Context: an optimization exercise on an open-source flow, tuned for small area. The choices shown serve that exercise and are no tape-out recipe. At most, simulation tests tie the RTL to the original design; equivalence was not proved. The RTL of runs 6 to 8 was laid out without a check of its function. Power is estimated from default activity; no workload was simulated.

===== flow/run.sh =====
#!/bin/bash
# synth_recipe.tcl (not shown) runs the flow's synth.tcl, then flattens the netlist and writes it again
# the make line also repeats each setting of config.mk as NAME=value (left out here)
make -C /OpenROAD-flow-scripts/flow DESIGN_CONFIG=/design/flow/config.mk WORK_HOME=/design/flow/orfs CLKGATE_MAP_FILE= SYNTH_SCRIPT=/design/flow/synth_recipe.tcl finish

===== flow/config.mk =====
export PLATFORM = sky130hd
export DESIGN_NAME = pong
export DESIGN_NICKNAME = pong
export VERILOG_FILES = /design/flow/design.v
export SDC_FILE = /design/flow/constraint.sdc
export NUM_CORES = 4
export LEC_CHECK = 0
export CAP_MARGIN = 20
export CORE_MARGIN = 2
export CORE_UTILIZATION = 40
export CTS_BUF_LIST = sky130_fd_sc_hd__clkbuf_2 sky130_fd_sc_hd__clkbuf_4 sky130_fd_sc_hd__clkbuf_8
export CTS_CLUSTER_SIZE = 20
export SLEW_MARGIN = 20

===== flow/constraint.sdc =====
create_clock -name core_clock -period 20.0 [get_ports {clk}]
set_input_delay 4.0000 -clock core_clock [delete_from_list [all_inputs] [get_ports {clk}]]
set_output_delay 4.0000 -clock core_clock [all_outputs]
set_load 0.01 [all_outputs]

===== flow/design.v =====
`timescale 1ns / 1ps
module debouncer (
    input clk,
    input rst,
    input en,
    input switch_input,
    output reg button_press
);
	reg sync_0, sync_1;
	reg [3:0] count;
	always @(posedge clk) begin
		if (rst) begin
			sync_0 <= 1'b0;
			sync_1 <= 1'b0;
			count <= 4'd0;
			button_press <= 1'b0;
		end else if (en) begin
			sync_0 <= switch_input;
			sync_1 <= sync_0;
			count <= sync_1 ? count + 4'd1 : 4'd0;
			button_press <= (&count) | (sync_1 & button_press);
		end
	end
endmodule
`timescale 1ns / 1ps
module button_sync(
    input clk,
    input rst,
    input en_in,
    input en_out,
    input early,
    input [3:0] buttons_in,
    output reg [3:0] buttons_out
);
    reg [3:0] btn_request;
    reg [3:0] btn_ack;
    reg [3:0] btn_latched;
    reg ack_prev;
    wire ack_seen = early ? ack_prev : |btn_ack;
    always @(posedge clk) begin
        if (rst) begin
            btn_request <= 4'b0000;
        end else if (en_in) begin
            if (|(buttons_in & ~btn_request))
                btn_request <= buttons_in;
            else if (ack_seen)
                btn_request <= 4'b0000;
        end
    end
    always @(posedge clk) begin
        if (rst) begin
            btn_latched <= 4'b0000;
            buttons_out <= 4'b0000;
            btn_ack <= 4'b0000;
            ack_prev <= 1'b0;
        end else if (en_out) begin
            btn_latched <= btn_request;
            buttons_out <= btn_latched & ~btn_ack;
            btn_ack <= btn_latched;
            ack_prev <= |btn_ack;
        end
    end
endmodule
`timescale 1ns / 1ps
module frame_gen (
	input [10:0] ih,
	input [9:0] iv,
	input [9:0] ball_x,
	input [9:0] ball_y,
	input [9:0] paddle_r,
	input [9:0] paddle_l,
	output lit,
	output HS,
	output VS
);
	wire vis = (ih < 11'd800) && (iv < 10'd600);
	wire [9:0] pad = ih[9] ? paddle_r : paddle_l;
	wire [10:0] dp = {1'b0, iv} - {1'b0, pad};
	wire pad_row = !dp[10] && (dp[9:0] <= 10'd30);
	wire pad_col = (ih <= 11'd9) || (ih >= 11'd789);
	wire [10:0] dby = {1'b0, iv} - {1'b0, ball_y};
	wire [11:0] dbx = {1'b0, ih} - {2'b0, ball_x};
	wire ball = !dby[10] && (dby[9:0] <= 10'd10) && !dbx[11] && (dbx[10:0] <= 11'd10);
	wire border = (ih == 11'd0) || (ih == 11'd799) || (iv == 10'd0) || (iv == 10'd599);
	assign lit = vis && (ball || (pad_row && pad_col) || border);
	assign VS = !((iv >= 10'd637) && (iv < 10'd643));
	assign HS = !((ih >= 11'd856) && (ih < 11'd976));
endmodule
`timescale 1ns / 1ps
module pong (
	input clk,
	input rst,
	input sw_r_u,
	input sw_r_d,
	input sw_l_u,
	input sw_l_d,
	output reg [9:0] ball_x,
	output [9:0] ball_y,
	output reg [9:0] paddle_r,
	output reg [9:0] paddle_l,
	output [2:0] Red,
	output [2:0] Green,
	output [1:0] Blue,
	output HS,
	output VS
);
	reg [10:0] ih;
	reg [9:0] iv;
	reg [2:0] tq;
	wire line_end = ih[10] & (&ih[3:0]);                   
	wire frame_end = iv[9] & iv[7] & iv[4] & iv[3] & iv[0];  
	wire t15 = (ih[3:0] == 4'b0111);                         
	always @(posedge clk) begin
		if (rst) begin
			ih <= 11'd856;
			iv <= 10'd637;
			tq <= 3'd0;
		end else begin
			if (line_end) begin
				ih <= 11'd0;
				iv <= frame_end ? 10'd0 : iv + 10'd1;
			end else begin
				ih <= ih + 11'd1;
			end
			if (t15)
				tq <= tq + 3'd1;
		end
	end
	wire deb_tick = (ih[2:0] == 3'd3);    
	wire frm_tick = t15 & (&tq);          
	wire sw_0, sw_1, sw_2, sw_3;
	wire [3:0] buttons_out;
	debouncer d0 (.clk(clk), .rst(rst), .en(deb_tick), .switch_input(sw_r_u), .button_press(sw_0));
	debouncer d1 (.clk(clk), .rst(rst), .en(deb_tick), .switch_input(sw_r_d), .button_press(sw_1));
	debouncer d2 (.clk(clk), .rst(rst), .en(deb_tick), .switch_input(sw_l_u), .button_press(sw_2));
	debouncer d3 (.clk(clk), .rst(rst), .en(deb_tick), .switch_input(sw_l_d), .button_press(sw_3));
	button_sync btn_sync (
		.clk(clk), .rst(rst),
		.en_in(deb_tick), .en_out(frm_tick), .early(tq == 3'd0),
		.buttons_in({sw_0, sw_1, sw_2, sw_3}),
		.buttons_out(buttons_out)
	);
	wire r_up = buttons_out[0] && (paddle_r <= 10'd568);
	wire r_dn = buttons_out[1] && (paddle_r != 10'd0);
	wire [9:0] r_sum = paddle_r + (r_up ? 10'd10 : 10'd1014);
	wire l_up = buttons_out[2] && (paddle_l <= 10'd568);
	wire l_dn = buttons_out[3] && (paddle_l != 10'd0);
	wire [9:0] l_sum = paddle_l + (l_up ? 10'd10 : 10'd1014);
	always @(posedge clk) begin
		if (rst) begin
			paddle_r <= 10'd300;
			paddle_l <= 10'd300;
		end else if (frm_tick) begin
			if (r_up)
				paddle_r <= (paddle_r >= 10'd560) ? 10'd569 : r_sum;
			else if (r_dn)
				paddle_r <= (paddle_r < 10'd10) ? 10'd0 : r_sum;
			if (l_up)
				paddle_l <= (paddle_l >= 10'd560) ? 10'd569 : l_sum;
			else if (l_dn)
				paddle_l <= (paddle_l < 10'd10) ? 10'd0 : l_sum;
		end
	end
	reg [9:1] by;
	reg right, up;
	assign ball_y = {by, 1'b0};
	wire [9:0] pad = right ? paddle_r : paddle_l;
	wire [10:0] dcol = {1'b0, ball_y} + 11'd10 - {1'b0, pad};   
	wire col_x = right ? (ball_x == 10'd779) : (ball_x == 10'd9);
	wire hit_paddle = col_x && !dcol[10] && (dcol[9:0] <= 10'd40);
	wire hit_side = up ? (by == 9'd0) : (by >= 9'd295);     
	wire miss = (ball_x == 10'd0) || (ball_x > 10'd792);
	wire nright = right ^ hit_paddle;
	wire nup = up ^ (hit_side & !hit_paddle);
	always @(posedge clk) begin
		if (rst) begin
			ball_x <= 10'd400;
			by <= 9'd150;
			right <= 1'b1;
			up <= 1'b0;
		end else if (frm_tick) begin
			if (miss) begin
				ball_x <= 10'd400;
				by <= 9'd150;
				right <= 1'b1;
				up <= 1'b1;
			end else begin
				ball_x <= nright ? ball_x + 10'd1 : ball_x - 10'd1;
				by <= nup ? by - 9'd1 : by + 9'd1;
				right <= nright;
				up <= nup;
			end
		end
	end
	wire lit;
	frame_gen frm (
		.ih(ih), .iv(iv),
		.ball_x(ball_x), .ball_y(ball_y),
		.paddle_r(paddle_r), .paddle_l(paddle_l),
		.lit(lit), .HS(HS), .VS(VS)
	);
	assign Red = {3{lit}};
	assign Green = {3{lit}};
	assign Blue = {2{lit}};
endmodule

==> impl_metrics.tcl, run 1 <==
set metrics [dict create \
    synth-seq-cells 110 \
    hold_viol 0 \
    syn_area_mm2 0.00821 \
    grt_pass1_vias 6727 \
    drive_gt1_share_pct 4.09 \
    setup_violations 0 \
    seqCellArea_mm2 0.00220 \
    yosysMostFrequentCell "dfxtp_1" \
    worstPathMaxFanout 9 \
    die_w_um 147 \
    cts_tree "done" \
    cts_hold_buf 0 \
    drc_errors 0 \
    path_class "flop to output pin" \
    drt-total-wl_um 20300 \
    diodes 0 \
    async_reset_ff_share_pct 0 \
    synth.top_cells.by_count "dfxtp_1, nor2_1, ha_1" \
    skew_ps 16.7 \
    ys.warnings.count 3 \
    place_hpwl_um 14900 \
    whs_ps 467 \
    fin_util_pct 45.1 \
    post_cts_buffers 0 \
    synth_edf_count 0 \
    max-vdd-ir-drop_v 0.0000449 \
    cts-buffers-inserted 9 \
    num_rows 52 \
    rsz0062_at_grt "false" \
    grt_pass1_wl_um 33700 \
    netlist.area_leader.share_pct 26.8 \
    synthDistinctLibCells 73 \
    design.portCount 56 \
    track_usage_pct 19.0 \
    antenna_found_initial 0 \
    p_per_area_mw_per_mm2 42.2 \
    area_growth_pct 10.7 \
    status "timing/DRC/antenna clean" \
    cts_resized 0 \
    place_ws_ps 12010 \
    die_height_um 147 \
    place_congestion 0.878 \
    vias 7181 \
    critPathArrivalTime_ps 4400 \
    syn-mean-instance-area_um2 8.04 \
    period_share_pct 42.0 \
    tightest_slew_ps 926 \
    worst_setup_path_end_kind "output pin" \
    htreeDepth 3 \
    die-area_mm2 0.0217 \
    nets 1151 \
    clock_path_buffers 2 \
    multi_input_comb_area_mm2 0.00547 \
    drt-pass1-iter-count 5 \
    ys_top_cells_by_area "dfxtp_1, ha_1, a21oi_1, nor2_1, mux2i_1" \
    fillerInstances 2039 \
    synth_seq_area_share_pct 26.8 \
    core-area_mm2 0.0202 \
    fin_ws_ps 11600 \
    cp.required_ps 16000 \
    cts.sinks 110 \
    viasPerCell 5.43 \
    start_util_pct 40.7 \
    syn-num-nets 1124 \
    timing.final.crit_period_ps 8400 \
    io_buffers 54 \
    hp-class "flop to flop" \
    cap_violations 0 \
    grt_max_degree 78 \
    fin_setup_tns_ps 0 \
    postSynthCellCount 1021 \
    drtAntennaViolNets 0 \
    synth_top_cell_by_area "dfxtp_1" \
    drt_iter0_markers 415 \
    clk_pin_slew_ps 110 \
    slew_viol_final 0 \
    grt-ovfl-total 0 \
    fmax_ghz 0.119 \
    synth_ff_type "dfxtp_1" \
    slew_headroom_pct 37.8 \
    clk_latency_ps 410 \
    power_leakage_nw 3.67 \
    clockRootBuffer "clkbuf_8" \
    route.detailed.wl_per_inst_um 15.4 \
    crit_path_start_kind "flop" \
]
## critical path: stages, from the launching register on
cell	delay [ps]
dfxtp_1	530
ha_1	230
inv_1	60
fa_1	410
a21o_1	170
a21oi_1	220
o21bai_1	90
a21oi_1	220
xnor2_1	100
nor4_1	170
nand4_1	130
or4_1	480
o221ai_1	520
clkdlybuf4s50_1	650
## through the flow
step	instances	power, W	area (um^2)
after floorplan	1021	0.000239	8210
after global placement	1307	0.000243	8880
after detailed placement	1307	0.000243	8880
after CTS	1322	0.000388	9090
after global routing	1322	0.000398	9090
final	1322	0.000383	9090
## cell families after synthesis
group	share of synthesized area [%]
xor gates and xnor gates	6.17
DFF	26.8
adders and majority gates	15.5
and+or+nand+nor	20.3
other	0.0457
AOI/OAI and AO/OA	19.2
muxes	5.35
buffers and inverters	6.60
## placed cells by master (no fill, tap or decap), types with 6 or more instances in the layout
master           instances
mux2_2                   7
nand3b_1                 6
nor4_1                   7
dfxtp_1                110
fa_1                     8
a21oi_1                 86
nand3_1                 34
nand4_1                 18
nand2b_1                23
clkbuf_8                 9
o21bai_1                14
xnor2_1                 33
xor2_1                  23
buf_4                    7
a21o_1                  16
inv_1                   78
a22oi_1                 11
o21ai_0                 49
nor3_1                  25
clkdlybuf4s50_1         53
ha_1                    89
nor2b_1                 11
nor2_1                 104
or3_1                    9
o21a_1                   6
nand2_1                 76
o22ai_1                  8
mux2i_1                 36
## flip-flops by register name (all words and copies together) (netlist names), 3 cells and up
register              flops
d0.count                  4
btn_sync.btn_ack          4
d2.count                  4
d3.count                  4
ih                       11
paddle_r                 10
iv                       10
btn_sync.buttons_out      4
ball_x                   10
by                        9
btn_sync.btn_request      4
btn_sync.btn_latched      4
d1.count                  4
paddle_l                 10
tq                        3
## final cells by class
type / count / share of cell area, %
multi-input cells: 788 / 60.1
flip-flops and latches: 110 / 24.2
repair buffers: 60 / 6.42
well taps: 270 / 3.72
inverters: 79 / 3.26
clock buffers: 9 / 1.36
clock inverters: 6 / 0.881
## power by group
group          internal, W  switching (W)   total, W
sequential        0.000220     0.00000159   0.000222
combinational   0.00000607      0.0000104  0.0000165
clock            0.0000595      0.0000858   0.000145
## metal layers
layer,track usage (%),wire length (um),vias to the layer above
li1,-,-,3656
met1,26.0,9800,3359
met2,31.4,9420,146
met3,3.04,803,20
met4,4.47,293,0
met5,0,0,-
## worst paths after layout
check                           start                   to  slack (ps)  cells after the start
setup / recovery                by[1]             Green[0]       11600                     13
hold / removal    btn_sync.btn_ack[0]  btn_sync.btn_ack[0]         470                      2
setup reg to reg                right            ball_x[9]       14210                     19
hold reg to reg   btn_sync.btn_ack[0]  btn_sync.btn_ack[0]         470                      2
==> run 2: changes to the inputs <==
==> flow/flow/run.sh (new file) <==
#!/bin/bash
# Own layout flow: the standard synthesis, then the combinational logic
# re-mapped by ABC for area (registers kept as synthesis named and typed
# them), then the standard ORFS steps with smaller port buffers.
set -euo pipefail
W=$(pwd)
R=$W/orfs/results/sky130hd/pong/base
bash standard.sh synth > $W/1_synth_make.log 2>&1
cp $R/1_2_yosys.v $W/1_2_yosys.std.v
yosys -c $W/flow/reabc.tcl > $W/1_reabc_yosys.log 2>&1
cp $W/1_2_yosys.reabc.v $R/1_2_yosys.v
bash standard.sh finish BUFFER_PORTS_ARGS="-buffer_cell sky130_fd_sc_hd__buf_1" CTS_ARGS="-sink_clustering_enable -repair_clock_nets -dont_use_dummy_load -buf_list {sky130_fd_sc_hd__clkbuf_4 sky130_fd_sc_hd__clkbuf_8 sky130_fd_sc_hd__clkbuf_16} -sink_clustering_size 30 -sink_clustering_max_diameter 60" > $W/2_finish_make.log 2>&1
==> flow/flow/area.abc (new file) <==
strash
&get -n
&st
&deepsyn -T 20
&dch -f
&nf -a -R 1000
&put
==> flow/flow/comb_cells.awk (new file) <==
# keep only modules without state (no always block)
/^module /{buf=""; inmod=1; seq=0}
inmod{buf=buf $0 "\n"; if ($0 ~ /always|reg /) seq=1}
/^endmodule/{if (!seq && buf !~ /conb/) printf "%s\n", buf; inmod=0}
==> flow/flow/dont_use.txt (new file) <==
-dont_use sky130_fd_sc_hd__lpflow_bleeder_1 -dont_use sky130_fd_sc_hd__lpflow_clkbufkapwr_1 -dont_use sky130_fd_sc_hd__lpflow_clkbufkapwr_16 -dont_use sky130_fd_sc_hd__lpflow_clkbufkapwr_2 -dont_use sky130_fd_sc_hd__lpflow_clkbufkapwr_4 -dont_use sky130_fd_sc_hd__lpflow_clkbufkapwr_8 -dont_use sky130_fd_sc_hd__lpflow_clkinvkapwr_1 -dont_use sky130_fd_sc_hd__lpflow_clkinvkapwr_16 -dont_use sky130_fd_sc_hd__lpflow_clkinvkapwr_2 -dont_use sky130_fd_sc_hd__lpflow_clkinvkapwr_4 -dont_use sky130_fd_sc_hd__lpflow_clkinvkapwr_8 -dont_use sky130_fd_sc_hd__lpflow_decapkapwr_12 -dont_use sky130_fd_sc_hd__lpflow_decapkapwr_3 -dont_use sky130_fd_sc_hd__lpflow_decapkapwr_4 -dont_use sky130_fd_sc_hd__lpflow_decapkapwr_6 -dont_use sky130_fd_sc_hd__lpflow_decapkapwr_8 -dont_use sky130_fd_sc_hd__lpflow_inputiso0n_1 -dont_use sky130_fd_sc_hd__lpflow_inputiso0p_1 -dont_use sky130_fd_sc_hd__lpflow_inputiso1n_1 -dont_use sky130_fd_sc_hd__lpflow_inputiso1p_1 -dont_use sky130_fd_sc_hd__lpflow_inputisolatch_1 -dont_use sky130_fd_sc_hd__lpflow_isobufsrc_1 -dont_use sky130_fd_sc_hd__lpflow_isobufsrc_16 -dont_use sky130_fd_sc_hd__lpflow_isobufsrc_2 -dont_use sky130_fd_sc_hd__lpflow_isobufsrc_4 -dont_use sky130_fd_sc_hd__lpflow_isobufsrc_8 -dont_use sky130_fd_sc_hd__lpflow_isobufsrckapwr_16 -dont_use sky130_fd_sc_hd__lpflow_lsbuf_lh_hl_isowell_tap_1 -dont_use sky130_fd_sc_hd__lpflow_lsbuf_lh_hl_isowell_tap_2 -dont_use sky130_fd_sc_hd__lpflow_lsbuf_lh_hl_isowell_tap_4 -dont_use sky130_fd_sc_hd__lpflow_lsbuf_lh_isowell_4 -dont_use sky130_fd_sc_hd__lpflow_lsbuf_lh_isowell_tap_1 -dont_use sky130_fd_sc_hd__lpflow_lsbuf_lh_isowell_tap_2 -dont_use sky130_fd_sc_hd__lpflow_lsbuf_lh_isowell_tap_4 -dont_use sky130_fd_sc_hd__probe_p_8 -dont_use sky130_fd_sc_hd__probec_p_8 
==> flow/flow/reabc.tcl (new file) <==
# Re-map the combinational part of the standard synthesis netlist for area.
# Registers (and tie cells) stay the cells and names synthesis gave them.
yosys -import
set lib $::env(FLOW_HOME)/platforms/sky130hd/lib/sky130_fd_sc_hd__tt_025C_1v80.lib
set w [pwd]
# logic models of the library's combinational cells, used as a techmap
read_liberty -ignore_miss_func $lib
write_verilog -noattr $w/cells_all.v
design -reset
exec awk -f $w/flow/comb_cells.awk $w/cells_all.v > $w/cells_comb.v
read_liberty -lib $lib
read_verilog $w/1_2_yosys.std.v
hierarchy -top pong
tee -o $w/reabc_stat_before.txt stat -liberty $lib
techmap -map $w/cells_comb.v
techmap
opt -fast
yosys rename -hide w:*.*
opt_clean -purge
abc -liberty $lib {*}[exec cat $w/flow/dont_use.txt] -script $w/flow/area.abc
opt_clean -purge
insbuf -buf sky130_fd_sc_hd__buf_1 A X
hilomap -singleton -hicell sky130_fd_sc_hd__conb_1 HI -locell sky130_fd_sc_hd__conb_1 LO
opt_clean -purge
tee -o $w/reabc_stat_after.txt stat -liberty $lib
check -assert -mapped
write_verilog -nohex -nodec $w/1_2_yosys.reabc.v
==> flow/standard.sh (new file) <==
#!/bin/bash
# synth_recipe.tcl (not shown) runs the flow's synth.tcl, then flattens the netlist and writes it again
# the make line also repeats each setting of config.mk as NAME=value (left out here)
make -C /OpenROAD-flow-scripts/flow DESIGN_CONFIG=/design/flow/config.mk WORK_HOME=/design/flow/orfs CLKGATE_MAP_FILE= SYNTH_SCRIPT=/design/flow/synth_recipe.tcl "${@:-finish}"
removed: flow/run.sh
==> run 2 against run 1 <==
  * Combinational power shrank 35%
  * Utilization grew 0.31 points
  * Sequential share of layout area grew 9.4 points
  * Synthesized cell count shrank 26%
  * Setup slack gained 890 ps
  * Critical path depth shrank 3
  * Flip-flop and latch count is the same
  * Die area shrank 28%
  * Critical endpoint is now Blue[0]
  * Clock power grew 6%
  * Highest routed layer unchanged
  * Wire length shrank 21%
  * Cell count shrank 24%
  * Hold slack lost 17 ps
==> impl_metrics.tcl, run 2 <==
set metrics [dict create \
    status "timing/DRC/antenna clean" \
    drt_iter0_markers 268 \
    final_cell_mix "dfxtp_1, nand2_1, o21ai_0" \
    crit_path_start_kind "flop" \
    min_to "btn_sync.ack_prev" \
    path_cells "mux2i_1, a22oi_1, nor3_1, o221ai_1, a41oi_1, nand2_1, o21ai_0, a31oi_1, a2111oi_2, buf_1" \
    cap_violations 0 \
    clock_path_buffers 2 \
    max-vdd-ir-drop_v 0.0000578 \
    worstPathMaxFanout 21 \
    post_cts_buffers 0 \
    period_share_pct 37.5 \
    cts_tree "done" \
    die-area_mm2 0.0157 \
    min_path_cells 2 \
    r2r_end "ball_x[8]" \
    htreeDepth 3 \
    power_leakage_nw 2.42 \
    viasPerCell 5.77 \
    place_congestion 0.936 \
    skew_ps 22.5 \
    cts_resized 0 \
    drt-pass1-iter-count 6 \
    grt-ovfl-total 0 \
    syn-mean-instance-area_um2 7.78 \
    path_class "flop to output pin" \
    layout_commonest_cell "dfxtp_1" \
    clockRootBuffer "clkbuf_16" \
    die_w_um 125 \
    die_height_um 125 \
    syn-num-nets 762 \
    drive_gt1_share_pct 1.72 \
    vias 5767 \
    crit_buf_inv 1 \
    grt_pass1_vias 5221 \
    fmax_ghz 0.133 \
    diodes 0 \
    postSynthCellCount 756 \
    area_growth_pct 11.3 \
    place_hpwl_um 11700 \
    timing.rr.start "right" \
    hp-start "btn_sync.ack_prev" \
    rsz0062_at_grt "false" \
    io_buffers 54 \
    clk_pin_slew_ps 70 \
    grt_pass1_wl_um 26400 \
    hold_viol 0 \
    top_register "ih" \
    cts_hold_buf 0 \
    drtAntennaViolNets 0 \
    critPathArrivalTime_ps 3510 \
    slowest_stage "dfxtp_1" \
    fin_setup_tns_ps 0 \
    cp.required_ps 16000 \
    slew_viol_final 0 \
    hp-class "flop to flop" \
    setup_violations 0 \
    ys.warnings.count 3 \
    start_util_pct 40.8 \
    worst_setup_path_end_kind "output pin" \
    antenna_found_initial 0 \
    p_per_area_mw_per_mm2 59.0 \
    syn_area_mm2 0.00588 \
    grt_max_degree 33 \
    track_usage_pct 20.4 \
    whs_ps 450 \
    cts-buffers-inserted 9 \
    core-area_mm2 0.0144 \
    largest_register_ffs 11 \
    nets 823 \
    design.portCount 56 \
    timing.final.crit_period_ps 7510 \
    num_rows 44 \
    rrSetupSlack_ps 15380 \
    clk_latency_ps 360 \
    slew_headroom_pct 32.3 \
    critPathTopFamily "compound AO/OA/AOI/OAI gates" \
    fin_util_pct 45.4 \
    slowest_delay_ps 910 \
    tightest_slew_ps 1010 \
    reg2reg_depth 16 \
    cts.sinks 110 \
    drt-total-wl_um 16000 \
    drc_errors 0 \
    route.detailed.wl_per_inst_um 16.1 \
    power_w 0.000386 \
]
-- run 2: stage by stage --
| step | cells | area (um^2) | setup WS (ps) |
|---|---|---|---|
| after floorplan | 756 | 5880 | 12560 |
| after global placement | 990 | 6310 | 12640 |
| after detailed placement | 990 | 6310 | 12520 |
| after CTS | 999 | 6540 | 12120 |
| after global routing | 999 | 6540 | 12120 |
| final | 999 | 6540 | 12490 |
-- run 2: report_power, final --
group          switching [W]  internal, W  leakage [nW]
clock network      0.0000738    0.0000796         0.111
logic             0.00000757   0.00000322          1.42
registers         0.00000153     0.000220         0.888
-- run 2: per-layer routing --
layer | track usage, % | share of wire (%) | vias up
li1 | - | - | 2886
met4 | 6.27 | 1.7 | 0
met5 | 0 | 0 | -
met2 | 33.3 | 48 | 135
met3 | 3.77 | 4.7 | 24
met1 | 27.5 | 46 | 2722
-- run 2: cell type report --
cell class / count / area (um^2)
Inverter: 21 / 78.8
Sequential cell: 110 / 2200
Timing Repair Buffer: 58 / 233
Multi-Input combinational cell: 617 / 3570
Clock buffer: 9 / 225
Tap cell: 184 / 230
Fill cell: 1480 / 7880
-- run 2: worst max path at each step --
stage,endpoint,start,cells after the start,slack (ps)
after floorplan,Blue[1],ih[9],10,12560
after global placement,Blue[0],ih[9],10,12640
after detailed placement,Blue[0],ih[9],10,12520
after CTS,Blue[0],ih[9],10,12120
after global routing,Red[2],ih[9],10,12120
final,Blue[0],ih[9],10,12490
-- run 2: tightest hold or removal path, stage by stage (launching register included) --
cell and delay (ps):
dfxtp_1 320, nand2_1 50, o31ai_1 50
==> run 3: changes to the inputs <==
==> flow/flow/run.sh (replaced) <==
#!/bin/bash
# Own layout flow: the standard synthesis, then the combinational logic
# re-mapped by ABC for area (registers kept as synthesis named and typed
# them), then the standard ORFS steps with smaller port buffers.
set -euo pipefail
W=$(pwd)
R=$W/orfs/results/sky130hd/pong/base
bash standard.sh synth > $W/1_synth_make.log 2>&1
cp $R/1_2_yosys.v $W/1_2_yosys.std.v
yosys -c $W/flow/reabc.tcl > $W/1_reabc_yosys.log 2>&1
cp $W/1_2_yosys.reabc.v $R/1_2_yosys.v
bash standard.sh finish BUFFER_PORTS_ARGS="-buffer_cell sky130_fd_sc_hd__buf_1" > $W/2_finish_make.log 2>&1
==> run 3 against run 2 <==
  * Still clean
  * Count of clock-buffer cells in the layout unchanged
  * Global-route usage fell by 0.072 points
  * Clock power fell by 7%
  * Synthesized cell count is the same
  * Final area is 0.15% lower
  * Non-clock buffer count unchanged
  * Power decreased by 2.7%
  * Sequential share of layout area up 0.052 points
  * Critical path depth is the same
  * Combinational power about the same
  * Flip-flop and latch count unchanged
==> impl_metrics.tcl, run 3 <==
set metrics [dict create \
    path_cells "mux2i_1, a22oi_1, nor3_1, o221ai_1, a41oi_1, nand2_1, o21ai_0, a31oi_1, a2111oi_2, buf_1" \
    die_w_um 125 \
    min_path_cells 2 \
    placed_area_mm2 0.00631 \
    p_switching_w 0.0000999 \
    cts-buffers-inserted 9 \
    cp.required_ps 16000 \
    syn-num-nets 762 \
    num_rows 44 \
    slowest_delay_ps 940 \
    htreeDepth 3 \
    die-area_mm2 0.0157 \
    hold_viol 0 \
    clockRootBuffer "clkbuf_8" \
    core-area_mm2 0.0144 \
    multi_input_comb_area_mm2 0.00357 \
    postSynthCellCount 756 \
    design.portCount 56 \
    met2_usage_pct 33.2 \
    drt-pass1-iter-count 4 \
    swShare_pct 26.6 \
    timing.rr.start "right" \
    critPathArrivalTime_ps 3630 \
    status "timing/DRC/antenna clean" \
    grt_pass1_wl_um 26400 \
    drtAntennaViolNets 0 \
    max-vdd-ir-drop_v 0.0000532 \
    rsz0062_at_grt "false" \
    drc_errors 0 \
    tightest_slew_ps 1030 \
    grt-ovfl-total 0 \
    clkPwrFrac_pct 38.1 \
    start_util_pct 40.8 \
    timing.final.crit_period_ps 7630 \
    rrSetupSlack_ps 15370 \
    setup_violations 0 \
    worstPathMaxFanout 21 \
    slew_headroom_pct 31.4 \
    min_to "btn_sync.ack_prev" \
    grt.busiest_layer "met2" \
    worst_setup_path_end_kind "output pin" \
    cts_tree "done" \
    design_area_mm2 0.00653 \
    nets 823 \
    hp-class "flop to flop" \
    p_int_w 0.000276 \
    drt_iter0_markers 343 \
    post_cts_buffers 0 \
    grt_max_degree 33 \
    power_leakage_nw 2.41 \
    io_buffers 54 \
    final_cell_mix "dfxtp_1, nand2_1, o21ai_0" \
    route.detailed.wl_per_inst_um 16.0 \
    reg2reg_depth 16 \
    r2r_end "ball_x[8]" \
    clk_pin_slew_ps 120 \
    diodes 0 \
    cap_violations 0 \
    top_register "ih" \
    grt_pass1_vias 5234 \
    cts.sinks 110 \
    area_growth_pct 11.1 \
    seqPwrFrac_pct 59.0 \
    period_share_pct 38.1 \
    seqCellArea_mm2 0.00220 \
    place_hpwl_um 11700 \
    fillerInstances 1474 \
    syn_area_mm2 0.00588 \
    pwr-share-comb_pct 2.9 \
    clk_latency_ps 400 \
    place_congestion 0.936 \
    whs_ps 463 \
    drive_gt1_share_pct 2.55 \
    p_per_area_mw_per_mm2 57.5 \
    drt-total-wl_um 16100 \
    slew_viol_final 0 \
    die_height_um 125 \
    ys.warnings.count 3 \
    grt_use_met3_pct 4.28 \
    fmax_ghz 0.131 \
    crit_path_start_kind "flop" \
    slowest_stage "dfxtp_1" \
    vias 5761 \
    antenna_found_initial 0 \
    cts_resized 0 \
    viasPerCell 5.73 \
    track_usage_pct 20.3 \
    cts_hold_buf 0 \
    grt_use_met1_pct 27.5 \
    layout_commonest_cell "dfxtp_1" \
    fin_setup_tns_ps 0 \
    hp-start "btn_sync.ack_prev" \
    clock_path_buffers 2 \
    path_class "flop to output pin" \
    syn-mean-instance-area_um2 7.78 \
    largest_register_ffs 11 \
    skew_ps 8.26 \
]
==> run 3: cell types whose count changed in the layout (fill, tap and decap cells not counted), sizes merged <==
| cell | before | now |
|---|---|---|
| inv | 0 | 5 |
| clkinv | 21 | 23 |
==> run 3: metrics by stage <==
stage / setup WS (ps) / util, % / instances / total power (W)
2_1_floorplan: 12560 / - / 756 / 0.000233
6_report: 12370 / 45.3 / 1006 / 0.000376
4_1_cts: 12040 / 45.3 / 1006 / 0.000382
3_3_place_gp: 12640 / 43.8 / 990 / 0.000237
5_1_grt: 12050 / 45.3 / 1006 / 0.000390
3_5_place_dp: 12520 / 43.8 / 990 / 0.000238
==> run 3: area by class of cell <==
cell class                 count  share of cell area (%)
multi-input combinational    617                    54.7
sequential                   110                    33.7
timing repair buffer          58                    3.56
tap                          184                    3.52
clock buffer                   9                    1.90
clock inverter                 7                    1.40
inverter                      21                    1.21
==> run 3: per-layer routing <==
metal  routed length [um]  up-vias  part of all wire (%)
met2                 7700      138                    48
met4                  221        0                   1.4
met3                  837       24                   5.2
met1                 7340     2701                    46
li1                     -     2898                     -
met5                    0        -                     0
==> run 3: worst max-delay path: cells and delay by family (launching register included) <==
kind,cells,cell delay (ps)
muxes,1,380
DFF,1,940
and+or+nand+nor,2,220
AOI/OAI and AO/OA,6,1460
buffers and inverters,1,220
==> run 3: worst max path at each step <==
stage	startpoint	to	cells after the start	slack, ps
floorplan	ih[9]	Blue[1]	10	12560
global placement	ih[9]	Blue[0]	10	12640
CTS	ih[9]	Blue[0]	10	12040
detailed placement	ih[9]	Blue[0]	10	12520
finish	ih[9]	Blue[0]	10	12370
global route	ih[9]	Red[2]	10	12050
==> run 3: power groups by stage <==
stage / sequential [W] / clock [W] / combinational (W)
5_1_grt: 0.000222 / 0.000156 / 0.0000120
6_report: 0.000222 / 0.000143 / 0.0000107
3_3_place_gp: 0.000227 / 0 / 0.0000106
4_1_cts: 0.000222 / 0.000149 / 0.0000109
2_1_floorplan: 0.000226 / 0 / 0.00000654
3_5_place_dp: 0.000227 / 0 / 0.0000109
==> run 4: changes to the inputs <==
--- a/flow/flow/run.sh
+++ b/flow/flow/run.sh
@@ -9,4 +9,4 @@
 cp $R/1_2_yosys.v $W/1_2_yosys.std.v
 yosys -c $W/flow/reabc.tcl > $W/1_reabc_yosys.log 2>&1
 cp $W/1_2_yosys.reabc.v $R/1_2_yosys.v
-bash standard.sh finish BUFFER_PORTS_ARGS="-buffer_cell sky130_fd_sc_hd__buf_1" > $W/2_finish_make.log 2>&1
+bash standard.sh finish BUFFER_PORTS_ARGS="-buffer_cell sky130_fd_sc_hd__buf_1" CTS_ARGS="-sink_clustering_enable -repair_clock_nets -dont_use_dummy_load -buf_list {sky130_fd_sc_hd__clkbuf_2 sky130_fd_sc_hd__clkbuf_4 sky130_fd_sc_hd__clkbuf_8} -sink_clustering_size 20" > $W/2_finish_make.log 2>&1
==> run 4 against run 3 <==
  * Global-route usage barely moved
  * Clock skew grew 27 ps
  * Die area did not move
  * Highest routed layer unchanged
  * Still clean
==> impl_metrics.tcl, run 4 <==
set metrics [dict create \
    status "timing/DRC/antenna clean" \
    hp-start "d0.sync_0" \
    num_rows 44 \
    start_util_pct 40.8 \
    syn-num-nets 762 \
    grt_pass1_wl_um 26400 \
    min_path_cells 1 \
    clk_latency_ps 400 \
    top_register "ih" \
    cts.sinks 110 \
    diodes 0 \
    ys.warnings.count 3 \
    post_cts_buffers 0 \
    grt-ovfl-total 0 \
    place_congestion 0.936 \
    nets 823 \
    fin_ws_ps 12450 \
    clock_path_buffers 2 \
    fin_setup_tns_ps 0 \
    vias 5751 \
    setup_violations 0 \
    layout_commonest_cell "dfxtp_1" \
    route.detailed.wl_per_inst_um 16.1 \
    fin_cells 999 \
    place_ws_ps 12520 \
    core-area_mm2 0.0144 \
    syn_area_mm2 0.00588 \
    fmax_ghz 0.132 \
    drc_errors 0 \
    cts-buffers-inserted 9 \
    final_cell_mix "dfxtp_1, nand2_1, o21ai_0" \
    die_w_um 125 \
    viasPerCell 5.76 \
    die-area_mm2 0.0157 \
    drive_gt1_share_pct 1.72 \
    cts_hold_buf 0 \
    r2r_end "ball_x[8]" \
    worstPathMaxFanout 21 \
    power_w 0.000342 \
    power_leakage_nw 2.37 \
    min_to "d0.sync_1" \
    tightest_slew_ps 1020 \
    worst_setup_path_end_kind "output pin" \
    cts_resized 0 \
    skew_ps 35.0 \
    clk_pin_slew_ps 120 \
    syn-mean-instance-area_um2 7.78 \
    grt_max_degree 33 \
    grt_pass1_vias 5218 \
    clockRootBuffer "clkbuf_8" \
    io_buffers 54 \
    cp.required_ps 16000 \
    design_area_mm2 0.00644 \
    htreeDepth 3 \
    period_share_pct 37.8 \
    drt-total-wl_um 16000 \
    reg2reg_depth 16 \
    cap_violations 0 \
    largest_register_ffs 11 \
    postSynthCellCount 756 \
    track_usage_pct 20.4 \
    die_height_um 125 \
    timing.rr.start "right" \
    placed_area_mm2 0.00631 \
    cts_tree "done" \
    rsz0062_at_grt "false" \
    place_hpwl_um 11700 \
    max-vdd-ir-drop_v 0.0000531 \
    area_growth_pct 9.58 \
    design.portCount 56 \
    critPathArrivalTime_ps 3560 \
    slew_viol_final 0 \
    p_per_area_mw_per_mm2 53.0 \
    antenna_found_initial 0 \
    hp-class "flop to flop" \
    timing.final.crit_period_ps 7560 \
    crit_path_start_kind "flop" \
    drtAntennaViolNets 0 \
    slew_headroom_pct 32.1 \
    drt-pass1-iter-count 7 \
    post-place-cells 990 \
    path_class "flop to output pin" \
    rrSetupSlack_ps 15370 \
    hold_viol 0 \
    fillerInstances 1485 \
    drt_iter0_markers 301 \
]
-- run 4: final cells by class --
cell class                      count  area, um^2  share of cell area (%)
Clock buffer                        9         124                    1.92
Sequential cell                   110        2200                    34.2
Timing Repair Buffer               58         233                    3.61
Inverter                           21        78.8                    1.22
Tap cell                          184         230                    3.57
Multi-Input combinational cell    617        3570                    55.5
-- run 4: stage by stage --
step / hold WS, ps / utilization, %
global placement: 431 / 43.8
finish: 455 / 44.7
CTS: 455 / 44.6
global route: 480 / 44.7
detailed placement: 441 / 43.8
floorplan: 417 / -
-- run 4: power breakdown --
part | switching [W] | leakage, nW | internal [W] | total [W]
Sequential | 0.00000153 | 0.888 | 0.000220 | 0.000222
Clock | 0.0000687 | 0.0647 | 0.0000406 | 0.000109
Combinational | 0.00000758 | 1.42 | 0.00000322 | 0.0000108
Total | 0.0000778 | 2.37 | 0.000264 | 0.000342
-- run 4: per-layer routing --
metal	global-route usage, %	vias to the layer above	wire (um)
met5	0	-	0
met1	27.6	2715	7390
li1	-	2887	-
met4	5.29	0	280
met3	4.28	25	724
met2	33.3	124	7640
-- run 4: critical path, stage by stage, from the launching register on --
cell	delay [ps]
dfxtp_1	930
mux2i_1	400
a22oi_1	110
nor3_1	150
o221ai_1	150
a41oi_1	190
nand2_1	70
o21ai_0	160
a31oi_1	90
a2111oi_2	700
buf_1	220
-- run 4: worst max-delay path by stage --
stage	start	end	slack [ps]	cells past startpoint
2_1_floorplan	ih[9]	Blue[1]	12560	10
3_3_place_gp	ih[9]	Blue[0]	12640	10
3_5_place_dp	ih[9]	Blue[0]	12520	10
4_1_cts	ih[9]	Blue[0]	12070	10
5_1_grt	ih[9]	Red[2]	12080	10
6_report	ih[9]	Blue[0]	12450	10
==> run 5: changes to the inputs <==
--- a/flow/design.v
+++ b/flow/design.v
@@ -35,8 +35,8 @@
     reg [3:0] btn_request;
     reg [3:0] btn_ack;
     reg [3:0] btn_latched;
-    reg ack_prev;
-    wire ack_seen = early ? ack_prev : |btn_ack;
+    reg [3:0] ack_prev;    
+    wire ack_seen = early ? |ack_prev : |btn_ack;
     always @(posedge clk) begin
         if (rst) begin
             btn_request <= 4'b0000;
@@ -50,16 +50,15 @@
     always @(posedge clk) begin
         if (rst) begin
             btn_latched <= 4'b0000;
-            buttons_out <= 4'b0000;
             btn_ack <= 4'b0000;
-            ack_prev <= 1'b0;
+            ack_prev <= 4'b0000;
         end else if (en_out) begin
             btn_latched <= btn_request;
-            buttons_out <= btn_latched & ~btn_ack;
             btn_ack <= btn_latched;
-            ack_prev <= |btn_ack;
+            ack_prev <= btn_ack;
         end
     end
+    always @* buttons_out = btn_ack & ~ack_prev;
 endmodule
 `timescale 1ns / 1ps
 module frame_gen (
@@ -94,7 +93,7 @@
 	input sw_r_d,
 	input sw_l_u,
 	input sw_l_d,
-	output reg [9:0] ball_x,
+	output [9:0] ball_x,
 	output [9:0] ball_y,
 	output reg [9:0] paddle_r,
 	output reg [9:0] paddle_l,
@@ -162,8 +161,10 @@
 		end
 	end
 	reg [9:1] by;
+	reg [9:1] bx;
 	reg right, up;
 	assign ball_y = {by, 1'b0};
+	assign ball_x = {bx, by[1]};
 	wire [9:0] pad = right ? paddle_r : paddle_l;
 	wire [10:0] dcol = {1'b0, ball_y} + 11'd10 - {1'b0, pad};   
 	wire col_x = right ? (ball_x == 10'd779) : (ball_x == 10'd9);
@@ -174,18 +175,18 @@
 	wire nup = up ^ (hit_side & !hit_paddle);
 	always @(posedge clk) begin
 		if (rst) begin
-			ball_x <= 10'd400;
+			bx <= 9'd200;
 			by <= 9'd150;
 			right <= 1'b1;
 			up <= 1'b0;
 		end else if (frm_tick) begin
 			if (miss) begin
-				ball_x <= 10'd400;
+				bx <= 9'd200;
 				by <= 9'd150;
 				right <= 1'b1;
 				up <= 1'b1;
 			end else begin
-				ball_x <= nright ? ball_x + 10'd1 : ball_x - 10'd1;
+				bx <= nright ? bx + {8'd0, ball_x[0]} : bx - {8'd0, !ball_x[0]};
 				by <= nup ? by - 9'd1 : by + 9'd1;
 				right <= nright;
 				up <= nup;
==> run 5 against run 4 <==
  * Die area is 0.30% lower
  * Critical endpoint is now Blue[1]
  * Cell count down 0.90%
  * Clock skew fell by 12 ps
==> impl_metrics.tcl, run 5 <==
set metrics [dict create \
    start_util_pct 40.6 \
    area_growth_pct 9.33 \
    clk_pin_slew_ps 110 \
    drtAntennaViolNets 0 \
    dr_wl_met2_um 7780 \
    track_usage_pct 21.0 \
    wl_met3_um 774 \
    slew_viol_final 0 \
    io_buffers 54 \
    cts_tree "done" \
    critPathArrivalTime_ps 3660 \
    path_cells "mux2i_1, xnor2_1, a211oi_1, nor2_1, nand2_1, nand2_1, o2111ai_1, a21oi_1, nor4_1, a21oi_1, a2111oi_1, buf_4, buf_1" \
    fin_ws_ps 12340 \
    die-area_mm2 0.0156 \
    die_w_um 125 \
    hp-class "flop to flop" \
    p_per_area_mw_per_mm2 54.4 \
    cp.required_ps 16000 \
    power_leakage_nw 2.34 \
    fin_cells 990 \
    postSynthCellCount 752 \
    clock_path_buffers 2 \
    layout_commonest_cell "dfxtp_1" \
    drt-total-wl_um 16600 \
    top_layer_used "met4" \
    design_area_mm2 0.00641 \
    drive_gt1_share_pct 1.86 \
    fin_setup_tns_ps 0 \
    drt-pass1-iter-count 7 \
    grt_max_degree 31 \
    post_cts_buffers 0 \
    worstPathMaxFanout 17 \
    vias 5810 \
    skew_ps 23.4 \
    timing.final.crit_period_ps 7660 \
    pwr-share-comb_pct 5.1 \
    post-place-cells 981 \
    syn-num-nets 758 \
    max-vdd-ir-drop_v 0.0000354 \
    num_rows 44 \
    swShare_pct 24.4 \
    slowest_delay_ps 860 \
    clkPwrFrac_pct 31.6 \
    cts.sinks 108 \
    p_int_w 0.000264 \
    cts_resized 0 \
    critPathTopFamily "compound AO/OA/AOI/OAI gates" \
    seqPwrFrac_pct 63.4 \
    place_congestion 0.889 \
    drc_errors 0 \
    grt_pass1_vias 5542 \
    drt_iter0_markers 356 \
    slew_headroom_pct 34.8 \
    crit_buf_inv 2 \
    placed_area_mm2 0.00628 \
    top_register "ih" \
    clockRootBuffer "clkbuf_8" \
    path_class "flop to output pin" \
    grt-ovfl-total 0 \
    ys.warnings.count 3 \
    period_share_pct 38.3 \
    cts_hold_buf 0 \
    final_cell_mix "dfxtp_1, nor2_1, o21ai_0" \
    hold_viol 0 \
    setup_violations 0 \
    largest_register_ffs 11 \
    worst_setup_path_end_kind "output pin" \
    syn-mean-instance-area_um2 7.79 \
    core-area_mm2 0.0144 \
    status "timing/DRC/antenna clean" \
    cts-buffers-inserted 9 \
    fillerInstances 1472 \
    viasPerCell 5.87 \
    nets 814 \
    slowest_stage "dfxtp_1" \
    power_w 0.000349 \
    antenna_found_initial 0 \
    fmax_ghz 0.131 \
    clk_latency_ps 400 \
    htreeDepth 3 \
    place_ws_ps 12690 \
    syn_area_mm2 0.00586 \
    p_switching_w 0.0000849 \
    tightest_slew_ps 975 \
    place_hpwl_um 11800 \
    rsz0062_at_grt "false" \
    route.detailed.wl_per_inst_um 16.8 \
    crit_path_start_kind "flop" \
    met1Wirelength_um 7750 \
    die_height_um 125 \
    cap_violations 0 \
    diodes 0 \
    grt_pass1_wl_um 27100 \
    design.portCount 56 \
]
[run 5: per-stage QoR]
stage / util, % / hold slack [ps]
global route: 44.4 / 498
CTS: 44.4 / 474
global placement: 43.6 / 452
finish: 44.4 / 470
floorplan: - / 432
detailed placement: 43.6 / 454
[run 5: layer usage]
layer / GRT usage, % / vias up
met2: 35.6 / 164
met3: 2.74 / 29
li1: - / 2861
met5: 0 / -
met1: 27.3 / 2756
met4: 7.71 / 0
[run 5: path summary, 6_finish.rpt]
kind	start	slack, ps	cells after the start	to
setup / recovery	ih[9]	12340	13	Blue[1]
hold / removal	d2.button_press	470	2	d2.button_press
setup reg to reg	right	15630	19	bx[8]
hold reg to reg	d2.button_press	470	2	d2.button_press
[run 5: power by group through the flow]
stage	Clock, W	Combinational, W	Sequential [W]
6_report	0.000110	0.0000177	0.000221
4_1_cts	0.000113	0.0000177	0.000221
3_3_place_gp	0	0.0000173	0.000226
5_1_grt	0.000120	0.0000199	0.000222
2_1_floorplan	0	0.0000120	0.000225
3_5_place_dp	0	0.0000175	0.000226
[run 5: worst min-delay path, cell delays in order, from the launching register on]
cell and delay [ps]:
dfxtp_1 330, clkinv_1 60, o2bb2ai_1 50
[run 5: cell type report]
type                       instances  area (um^2)  area share [%]
multi-input combinational        604         3550            55.4
sequential                       108         2160            33.7
timing repair buffer              60          248            3.87
tap                              184          230            3.59
clock buffer                       9          124            1.93
inverter                          25         93.8            1.46
==> run 6: changes to the inputs <==
--- a/flow/design.v
+++ b/flow/design.v
@@ -105,15 +105,16 @@
 );
 	reg [10:0] ih;
 	reg [9:0] iv;
-	reg [2:0] tq;
+	reg [1:0] tq;
 	wire line_end = ih[10] & (&ih[3:0]);                   
 	wire frame_end = iv[9] & iv[7] & iv[4] & iv[3] & iv[0];  
+	wire t4 = iv[0] ^ ih[4] ^ !ih[3];
 	wire t15 = (ih[3:0] == 4'b0111);                         
 	always @(posedge clk) begin
 		if (rst) begin
 			ih <= 11'd856;
 			iv <= 10'd637;
-			tq <= 3'd0;
+			tq <= 2'd0;
 		end else begin
 			if (line_end) begin
 				ih <= 11'd0;
@@ -121,12 +122,12 @@
 			end else begin
 				ih <= ih + 11'd1;
 			end
-			if (t15)
-				tq <= tq + 3'd1;
+			if (t15 & t4)
+				tq <= tq + 2'd1;
 		end
 	end
 	wire deb_tick = (ih[2:0] == 3'd3);    
-	wire frm_tick = t15 & (&tq);          
+	wire frm_tick = t15 & t4 & (&tq);     
 	wire sw_0, sw_1, sw_2, sw_3;
 	wire [3:0] buttons_out;
 	debouncer d0 (.clk(clk), .rst(rst), .en(deb_tick), .switch_input(sw_r_u), .button_press(sw_0));
@@ -135,7 +136,7 @@
 	debouncer d3 (.clk(clk), .rst(rst), .en(deb_tick), .switch_input(sw_l_d), .button_press(sw_3));
 	button_sync btn_sync (
 		.clk(clk), .rst(rst),
-		.en_in(deb_tick), .en_out(frm_tick), .early(tq == 3'd0),
+		.en_in(deb_tick), .en_out(frm_tick), .early(!t4 && tq == 2'd0),
 		.buttons_in({sw_0, sw_1, sw_2, sw_3}),
 		.buttons_out(buttons_out)
 	);
--- a/flow/flow/reabc.tcl
+++ b/flow/flow/reabc.tcl
@@ -19,7 +19,7 @@
 opt_clean -purge
 abc -liberty $lib {*}[exec cat $w/flow/dont_use.txt] -script $w/flow/area.abc
 opt_clean -purge
-insbuf -buf sky130_fd_sc_hd__buf_1 A X
+
 hilomap -singleton -hicell sky130_fd_sc_hd__conb_1 HI -locell sky130_fd_sc_hd__conb_1 LO
 opt_clean -purge
 tee -o $w/reabc_stat_after.txt stat -liberty $lib
--- a/flow/config.mk
+++ b/flow/config.mk
@@ -10,4 +10,5 @@
 export CORE_UTILIZATION = 40
 export CTS_BUF_LIST = sky130_fd_sc_hd__clkbuf_2 sky130_fd_sc_hd__clkbuf_4 sky130_fd_sc_hd__clkbuf_8
 export CTS_CLUSTER_SIZE = 20
+export GPL_TIMING_DRIVEN = 0
 export SLEW_MARGIN = 20
==> run 6 against run 5 <==
  * Maximum frequency decreased by 1.7%
  * Setup slack got worse by 140 ps
  * Clock power about the same
==> impl_metrics.tcl, run 6 <==
set metrics [dict create \
    status "timing/DRC/antenna clean" \
    clk_latency_ps 400 \
    p_per_area_mw_per_mm2 52.9 \
    design.portCount 56 \
    num_rows 43 \
    track_usage_pct 21.2 \
    setup_violations 0 \
    slew_viol_final 0 \
    min_to "btn_sync.btn_ack[3]" \
    rrSetupSlack_ps 15520 \
    crit_buf_inv 1 \
    slew_headroom_pct 31.8 \
    syn-num-nets 742 \
    cts_tree "done" \
    critPathTopFamily "compound AO/OA/AOI/OAI gates" \
    drt_iter0_markers 377 \
    period_share_pct 39.0 \
    cts_hold_buf 0 \
    p_int_w 0.000257 \
    hp-start "btn_sync.btn_latched[3]" \
    grt_pass1_vias 5097 \
    cts_resized 0 \
    swShare_pct 22.7 \
    drt-pass1-iter-count 5 \
    min_path_cells 1 \
    skew_ps 45.4 \
    hold_viol 0 \
    critPathArrivalTime_ps 3800 \
    place_congestion 0.856 \
    area_growth_pct 9.77 \
    clk_pin_slew_ps 120 \
    drc_errors 0 \
    post-place-cells 970 \
    io_buffers 54 \
    worstPathMaxFanout 20 \
    cts-buffers-inserted 9 \
    syn-mean-instance-area_um2 7.79 \
    cp.required_ps 16000 \
    max-vdd-ir-drop_v 0.0000718 \
    post_cts_buffers 0 \
    path_class "flop to output pin" \
    drive_gt1_share_pct 1.63 \
    grt-ovfl-total 0 \
    rsz0062_at_grt "false" \
    grt_pass1_wl_um 25600 \
    htreeDepth 3 \
    diodes 0 \
    clock_path_buffers 2 \
    drt-total-wl_um 15800 \
    crit_path_start_kind "flop" \
    top_register "ih" \
    layout_commonest_cell "dfxtp_1" \
    viasPerCell 5.82 \
    tightest_slew_ps 1020 \
    antenna_found_initial 0 \
    core-area_mm2 0.0139 \
    start_util_pct 41.2 \
    final_cell_mix "dfxtp_1, nor2_1, o21ai_0" \
    slowest_stage "dfxtp_1" \
    fin_setup_tns_ps 0 \
    cap_violations 0 \
    power_leakage_nw 2.30 \
    die_height_um 124 \
    clockRootBuffer "clkbuf_8" \
    worst_setup_path_end_kind "output pin" \
    route.detailed.wl_per_inst_um 16.1 \
    syn_area_mm2 0.00574 \
    clkPwrFrac_pct 32.2 \
    fmax_ghz 0.128 \
    slowest_delay_ps 970 \
    seqPwrFrac_pct 64.8 \
    place_hpwl_um 11400 \
    drtAntennaViolNets 0 \
    postSynthCellCount 736 \
    r2r_end "by[9]" \
    cts.sinks 107 \
    reg2reg_depth 19 \
    die-area_mm2 0.0153 \
    grt_max_degree 33 \
    hp-class "flop to flop" \
    vias 5695 \
    timing.rr.start "right" \
    ys.warnings.count 3 \
    pwr-share-comb_pct 3.0 \
    fin_cells 979 \
    timing.final.crit_period_ps 7800 \
    p_switching_w 0.0000755 \
    path_cells "o21ai_0, a2111oi_0, nand4_1, nor3_1, nand3_1, a32oi_1, a21oi_1, a211oi_1, buf_1" \
    largest_register_ffs 11 \
    nets 807 \
    die_w_um 124 \
]
-- run 6: worst max path at each step --
stage / from / end / slack (ps) / cells past startpoint
global route: ih[9] / Red[0] / 11830 / 9
finish: ih[9] / Green[0] / 12200 / 9
detailed placement: ih[9] / Green[0] / 12670 / 9
CTS: ih[9] / Green[0] / 12250 / 9
floorplan: ih[9] / Blue[0] / 12300 / 8
global placement: rst / bx[9] / 12290 / 7
-- run 6: cell type report --
cell class	count	area, um^2
multi-input combinational	606	3520
sequential	107	2140
inverter	23	86.3
tap	180	225
clock buffer	9	124
timing repair buffer	54	204
fill	1391	7640
-- run 6: stage by stage --
| stage | area, um^2 | util (%) | hold slack, ps | power [W] | setup slack (ps) |
|---|---|---|---|---|---|
| floorplan | 5740 | - | 431 | 0.000226 | 12300 |
| global placement | 6160 | 44.2 | 451 | 0.000230 | 12290 |
| detailed placement | 6170 | 44.3 | 456 | 0.000231 | 12670 |
| CTS | 6290 | 45.2 | 468 | 0.000338 | 12250 |
| global route | 6300 | 45.2 | 495 | 0.000347 | 11830 |
| finish | 6300 | 45.2 | 462 | 0.000333 | 12200 |
-- run 6: power groups by stage --
stage                     clock network [W]   logic [W]  registers [W]
after global placement                    0  0.00000953       0.000220
after detailed placement                  0  0.00000987       0.000221
final                              0.000107  0.00000984       0.000216
after CTS                          0.000112  0.00000990       0.000216
after global routing               0.000120   0.0000110       0.000216
after floorplan                           0  0.00000613       0.000220
-- run 6: metal layers --
| layer | GRT usage (%) | vias up | share of wire (%) |
|---|---|---|---|
| li1 | - | 2843 | - |
| met1 | 28.2 | 2689 | 47 |
| met2 | 34.9 | 142 | 47 |
| met3 | 3.75 | 21 | 4.6 |
| met4 | 6.46 | 0 | 1.5 |
| met5 | 0 | - | 0 |
==> run 7: changes to the inputs <==
==> flow/flow/area.abc (replaced) <==
strash
&get -n
&st
&deepsyn -T 120
&dch -f
&nf -a -R 1000
&put
--- a/flow/config.mk
+++ b/flow/config.mk
@@ -7,7 +7,7 @@
 export LEC_CHECK = 0
 export CAP_MARGIN = 20
 export CORE_MARGIN = 2
-export CORE_UTILIZATION = 40
+export CORE_UTILIZATION = 60
 export CTS_BUF_LIST = sky130_fd_sc_hd__clkbuf_2 sky130_fd_sc_hd__clkbuf_4 sky130_fd_sc_hd__clkbuf_8
 export CTS_CLUSTER_SIZE = 20
 export GPL_TIMING_DRIVEN = 0
==> run 7 against run 6 <==
  * Global-route usage up 7.8 points
  * Wire length down 5.4%
  * Utilization grew 22 points
  * Count of clock-buffer cells in the layout stayed put
  * Synthesized cell count up 0.54%
  * Still clean on timing, DRC and antenna
==> impl_metrics.tcl, run 7 <==
set metrics [dict create \
    top_register "ih" \
    cts-buffers-inserted 9 \
    route.detailed.wl_per_inst_um 16.0 \
    design.portCount 56 \
    syn_area_mm2 0.00573 \
    core-area_mm2 0.00924 \
    cts_tree "done" \
    die_w_um 102 \
    ys.warnings.count 3 \
    postSynthCellCount 740 \
    crit_path_start_kind "flop" \
    whs_ps 483 \
    clk_latency_ps 370 \
    htreeDepth 3 \
    power_w 0.000330 \
    grt_pass1_vias 5132 \
    syn-num-nets 746 \
    io_buffers 54 \
    slew_headroom_pct 31.5 \
    path_cells "mux2i_1, or2_0, a21oi_1, a311oi_1, nand4_1, a211oi_1, o21ai_0, a21oi_1, buf_1" \
    critPathTopFamily "compound AO/OA/AOI/OAI gates" \
    drive_gt1_share_pct 1.49 \
    cts.sinks 107 \
    timing.final.crit_period_ps 7510 \
    min_to "up" \
    skew_ps 23.6 \
    start_util_pct 62.0 \
    clock_path_buffers 2 \
    clockRootBuffer "clkbuf_8" \
    min_path_cells 2 \
    fin_setup_tns_ps 0 \
    track_usage_pct 29.0 \
    drt-pass1-iter-count 5 \
    critPathArrivalTime_ps 3510 \
    fin_util_pct 67.4 \
    path_class "flop to output pin" \
    max-vdd-ir-drop_v 0.0000661 \
    layout_commonest_cell "dfxtp_1" \
    setup_violations 0 \
    area_growth_pct 8.66 \
    timing.rr.start "right" \
    largest_register_ffs 11 \
    cts_resized 0 \
    status "timing/DRC/antenna clean" \
    die_height_um 102 \
    hold_viol 0 \
    rrSetupSlack_ps 15370 \
    cp.required_ps 16000 \
    vias 5768 \
    cts_hold_buf 0 \
    slew_viol_final 0 \
    hp-class "flop to flop" \
    wl_met3_um 647 \
    nets 811 \
    slowest_delay_ps 960 \
    drt_iter0_markers 349 \
    num_rows 35 \
    crit_buf_inv 1 \
    worst_setup_path_end_kind "output pin" \
    reg2reg_depth 14 \
    place_congestion 0.963 \
    place_hpwl_um 10800 \
    met1Wirelength_um 6680 \
    drc_errors 0 \
    slowest_stage "dfxtp_1" \
    dr_wl_met2_um 7250 \
    diodes 0 \
    hp-start "up" \
    syn-mean-instance-area_um2 7.75 \
    final_cell_mix "dfxtp_1, nand2_1, nor2_1" \
    r2r_end "by[9]" \
    rsz0062_at_grt "false" \
    p_per_area_mw_per_mm2 53.0 \
    top_layer_used "met4" \
    grt-ovfl-total 0 \
    die-area_mm2 0.0104 \
    post_cts_buffers 0 \
    antenna_found_initial 0 \
    drtAntennaViolNets 0 \
    cpMostUsedCell "a21oi_1" \
    viasPerCell 6.19 \
    cap_violations 0 \
    drt-total-wl_um 14900 \
    grt_pass1_wl_um 24100 \
    worstPathMaxFanout 19 \
    period_share_pct 37.5 \
    clk_pin_slew_ps 90 \
    power_leakage_nw 2.27 \
    grt_max_degree 26 \
    fmax_ghz 0.133 \
    tightest_slew_ps 1020 \
]
-- run 7: layout make-up --
class / count / area [um^2]
Multi-Input combinational cell: 606 / 3500
Fill cell: 820 / 3010
Sequential cell: 107 / 2140
Timing Repair Buffer: 54 / 204
Tap cell: 129 / 161
Clock buffer: 9 / 124
Inverter: 27 / 101
-- run 7: worst register-to-register path, stage by stage, from the launching register on --
cell and delay, ps:
dfxtp_1 880, mux2i_1 480, or2_0 230, nand2_1 90, a2111oi_0 430, a311oi_1 110, nor4_1 550, o21ai_0 260
xnor2_1 230, nand2_1 140, a211oi_1 590, nand2b_1 200, nor2_1 170, o21ai_0 90, a21oi_1 120
-- run 7: power breakdown --
part	switching, W	total (W)	internal [W]
clock	0.0000637	0.000104	0.0000406
combinational	0.00000721	0.00000979	0.00000257
sequential	0.00000192	0.000216	0.000214
total	0.0000728	0.000330	0.000257
-- run 7: worst max-delay path by stage --
stage,start,endpoint,cells after the start
2_1_floorplan,ih[9],Blue[0],8
3_3_place_gp,rst,by[6],6
3_5_place_dp,ih[9],Red[1],9
4_1_cts,ih[9],Red[1],9
5_1_grt,ih[9],Green[1],9
6_report,ih[9],Red[1],9
-- run 7: through the flow --
stage                     instances  cell area (um^2)  setup slack [ps]
after detailed placement        923              6110             12970
after CTS                       932              6230             12540
after floorplan                 740              5730             12880
final                           932              6230             12490
after global routing            932              6230             12270
after global placement          923              6100             12710
-- run 7: metal layers --
layer / vias up / track usage, %
met4: 0 / 10.4
met2: 139 / 48.4
met5: - / 0
met1: 2750 / 38.0
li1: 2853 / -
met3: 26 / 4.42
==> run 8: changes to the inputs <==
--- a/flow/config.mk
+++ b/flow/config.mk
@@ -7,8 +7,9 @@
 export LEC_CHECK = 0
 export CAP_MARGIN = 20
 export CORE_MARGIN = 2
-export CORE_UTILIZATION = 60
+export CORE_UTILIZATION = 70
 export CTS_BUF_LIST = sky130_fd_sc_hd__clkbuf_2 sky130_fd_sc_hd__clkbuf_4 sky130_fd_sc_hd__clkbuf_8
 export CTS_CLUSTER_SIZE = 20
 export GPL_TIMING_DRIVEN = 0
+export PLACE_DENSITY = 0.8
 export SLEW_MARGIN = 20
==> run 8 against run 7 <==
  * Non-clock buffer count did not move
  * Final area decreased by 0.48%
  * Clock skew rose by 9.4 ps
  * Maximum frequency decreased by 0.33%
  * Hold slack lost 17 ps
==> impl_metrics.tcl, run 8 <==
set metrics [dict create \
    status "timing/DRC/antenna clean" \
    cts-buffers-inserted 9 \
    route.detailed.wl_per_inst_um 16.7 \
    design.portCount 56 \
    drive_gt1_share_pct 1.49 \
    skew_ps 33.0 \
    clk_latency_ps 370 \
    power_leakage_nw 2.27 \
    num_rows 33 \
    timing.final.crit_period_ps 7540 \
    die-area_mm2 0.00893 \
    largest_register_ffs 11 \
    rsz0062_at_grt "false" \
    fin_setup_tns_ps 0 \
    tightest_slew_ps 1130 \
    crit_path_start_kind "flop" \
    syn-mean-instance-area_um2 7.75 \
    cp.required_ps 16000 \
    hp-class "flop to flop" \
    diodes 0 \
    slowest_stage "dfxtp_1" \
    max-vdd-ir-drop_v 0.0000459 \
    fmax_ghz 0.133 \
    grt_pass1_vias 5297 \
    reg2reg_depth 13 \
    setup_violations 0 \
    syn-num-nets 746 \
    clockRootBuffer "clkbuf_8" \
    track_usage_pct 33.8 \
    vias 5963 \
    timing.rr.start "right" \
    cap_violations 0 \
    slew_viol_final 0 \
    worstPathMaxFanout 19 \
    grt-ovfl-total 0 \
    path_cells "mux2i_1, and2_0, nor3_1, o311ai_0, nand2_1, a211oi_1, o21ai_0, a21oi_1, buf_1" \
    io_buffers 54 \
    p_per_area_mw_per_mm2 53.6 \
    critPathArrivalTime_ps 3530 \
    clk_pin_slew_ps 100 \
    clock_path_buffers 2 \
    viasPerCell 6.57 \
    syn_area_mm2 0.00573 \
    area_growth_pct 8.14 \
    crit_buf_inv 1 \
    antenna_found_initial 0 \
    place_hpwl_um 10600 \
    grt_max_degree 26 \
    die_w_um 94.5 \
    nets 811 \
    cts_hold_buf 0 \
    r2r_end "by[6]" \
    design_area_mm2 0.00620 \
    drt_iter0_markers 548 \
    cts.sinks 107 \
    post-place-cells 899 \
    drtAntennaViolNets 0 \
    slowest_delay_ps 970 \
    min_to "btn_sync.btn_ack[1]" \
    fin_cells 908 \
    worst_setup_path_end_kind "output pin" \
    path_class "flop to output pin" \
    htreeDepth 3 \
    top_register "ih" \
    post_cts_buffers 0 \
    hold_viol 0 \
    layout_commonest_cell "dfxtp_1" \
    die_height_um 94.5 \
    rrSetupSlack_ps 15460 \
    hp-start "btn_sync.btn_latched[1]" \
    cts_tree "done" \
    final_cell_mix "dfxtp_1, nand2_1, nor2_1" \
    core-area_mm2 0.00809 \
    placed_area_mm2 0.00608 \
    period_share_pct 37.7 \
    postSynthCellCount 740 \
    drt-total-wl_um 15100 \
    start_util_pct 70.8 \
    ys.warnings.count 3 \
    place_congestion 0.923 \
    drc_errors 0 \
    grt_pass1_wl_um 24300 \
    critPathTopFamily "compound AO/OA/AOI/OAI gates" \
    slew_headroom_pct 24.3 \
    drt-pass1-iter-count 6 \
    min_path_cells 2 \
    cts_resized 0 \
]
-- run 8: worst reg2reg max path: stages, from the launching register on --
cell and delay [ps]:
dfxtp_1 870, mux2i_1 450, or2_0 220, nand2_1 80, a2111oi_0 470, a311oi_1 110, nor4_1 520, o21ai_0 250
xnor2_1 220, nand2_1 140, a211oi_1 590, o21a_1 270, o21ai_0 80, a21oi_1 190
-- run 8: layout make-up --
cell class | instances | area (um^2)
timing repair buffer | 54 | 204
fill | 630 | 1890
multi-input combinational | 606 | 3500
sequential | 107 | 2140
clock buffer | 9 | 124
inverter | 27 | 101
tap | 105 | 131
-- run 8: report_power, final --
part           switching [W]  internal [W]    total, W  leakage (nW)
Combinational     0.00000737    0.00000258  0.00000995          1.34
Sequential        0.00000190      0.000214    0.000216         0.864
Clock              0.0000661     0.0000407    0.000107        0.0647
Total              0.0000754      0.000257    0.000333          2.27
-- run 8: how the worst max path moves through the flow --
stage                     slack, ps       to  start  cells past startpoint
final                         12470   Red[0]  ih[9]                      9
after floorplan               12880  Blue[0]  ih[9]                      8
after global routing          12250   Red[0]  ih[9]                      9
after detailed placement      12940   Red[0]  ih[9]                      9
after global placement        12910    by[6]    rst                      6
after CTS                     12540   Red[0]  ih[9]                      9
-- run 8: stage by stage --
stage               util [%]  total power [W]  hold slack (ps)  worst slack (ps)
floorplan                  -         0.000226              426             12880
global placement        75.0         0.000230              449             12910
global route            76.6         0.000341              491             12250
CTS                     76.6         0.000332              467             12540
finish                  76.6         0.000333              466             12470
detailed placement      75.1         0.000230              455             12940
-- run 8: metal layers --
metal | global-route usage (%) | wire length, um
met1 | 42.6 | 6380
met2 | 57.0 | 7220
met3 | 3.75 | 975
met4 | 17.9 | 546
met5 | 0 | 0

==> separate check: timing with driven ports <==
In the flow no input, the clock included, has a driving cell. The finished layouts below were timed again as built, in two steps. Step 1: set_driving_cell puts a clkbuf_16 on clk and a buf_2 on each other input, an assumption about the parent block. Step 2 adds t to the input delays and takes it off the output delays; t is the mean of the earliest and latest rising clock arrival at the registers after step 1. Input paths then give back, and output paths get back, about the clock's delay inside the block. Slacks: no drivers / after step 1 / after step 2; pairs: no drivers / after step 1.
run	t (ns)	slack for setup (ns)	clock arrival spread, ns
run 1	0.441	11.602 / 11.560 / 12.001	0.017 / 0.018
run 2	0.390	12.493 / 12.452 / 12.842	0.026 / 0.026
run 3	0.429	12.375 / 12.338 / 12.767	0.010 / 0.010
run 4	0.419	12.445 / 12.408 / 12.828	0.041 / 0.041
run 5	0.418	12.338 / 12.301 / 12.719	0.032 / 0.032
run 6	0.414	12.202 / 12.166 / 12.580	0.046 / 0.047
run 7	0.392	12.490 / 12.456 / 12.848	0.029 / 0.029
run 8	0.388	12.465 / 12.432 / 12.820	0.035 / 0.035
After both steps every run listed still meets setup and hold.
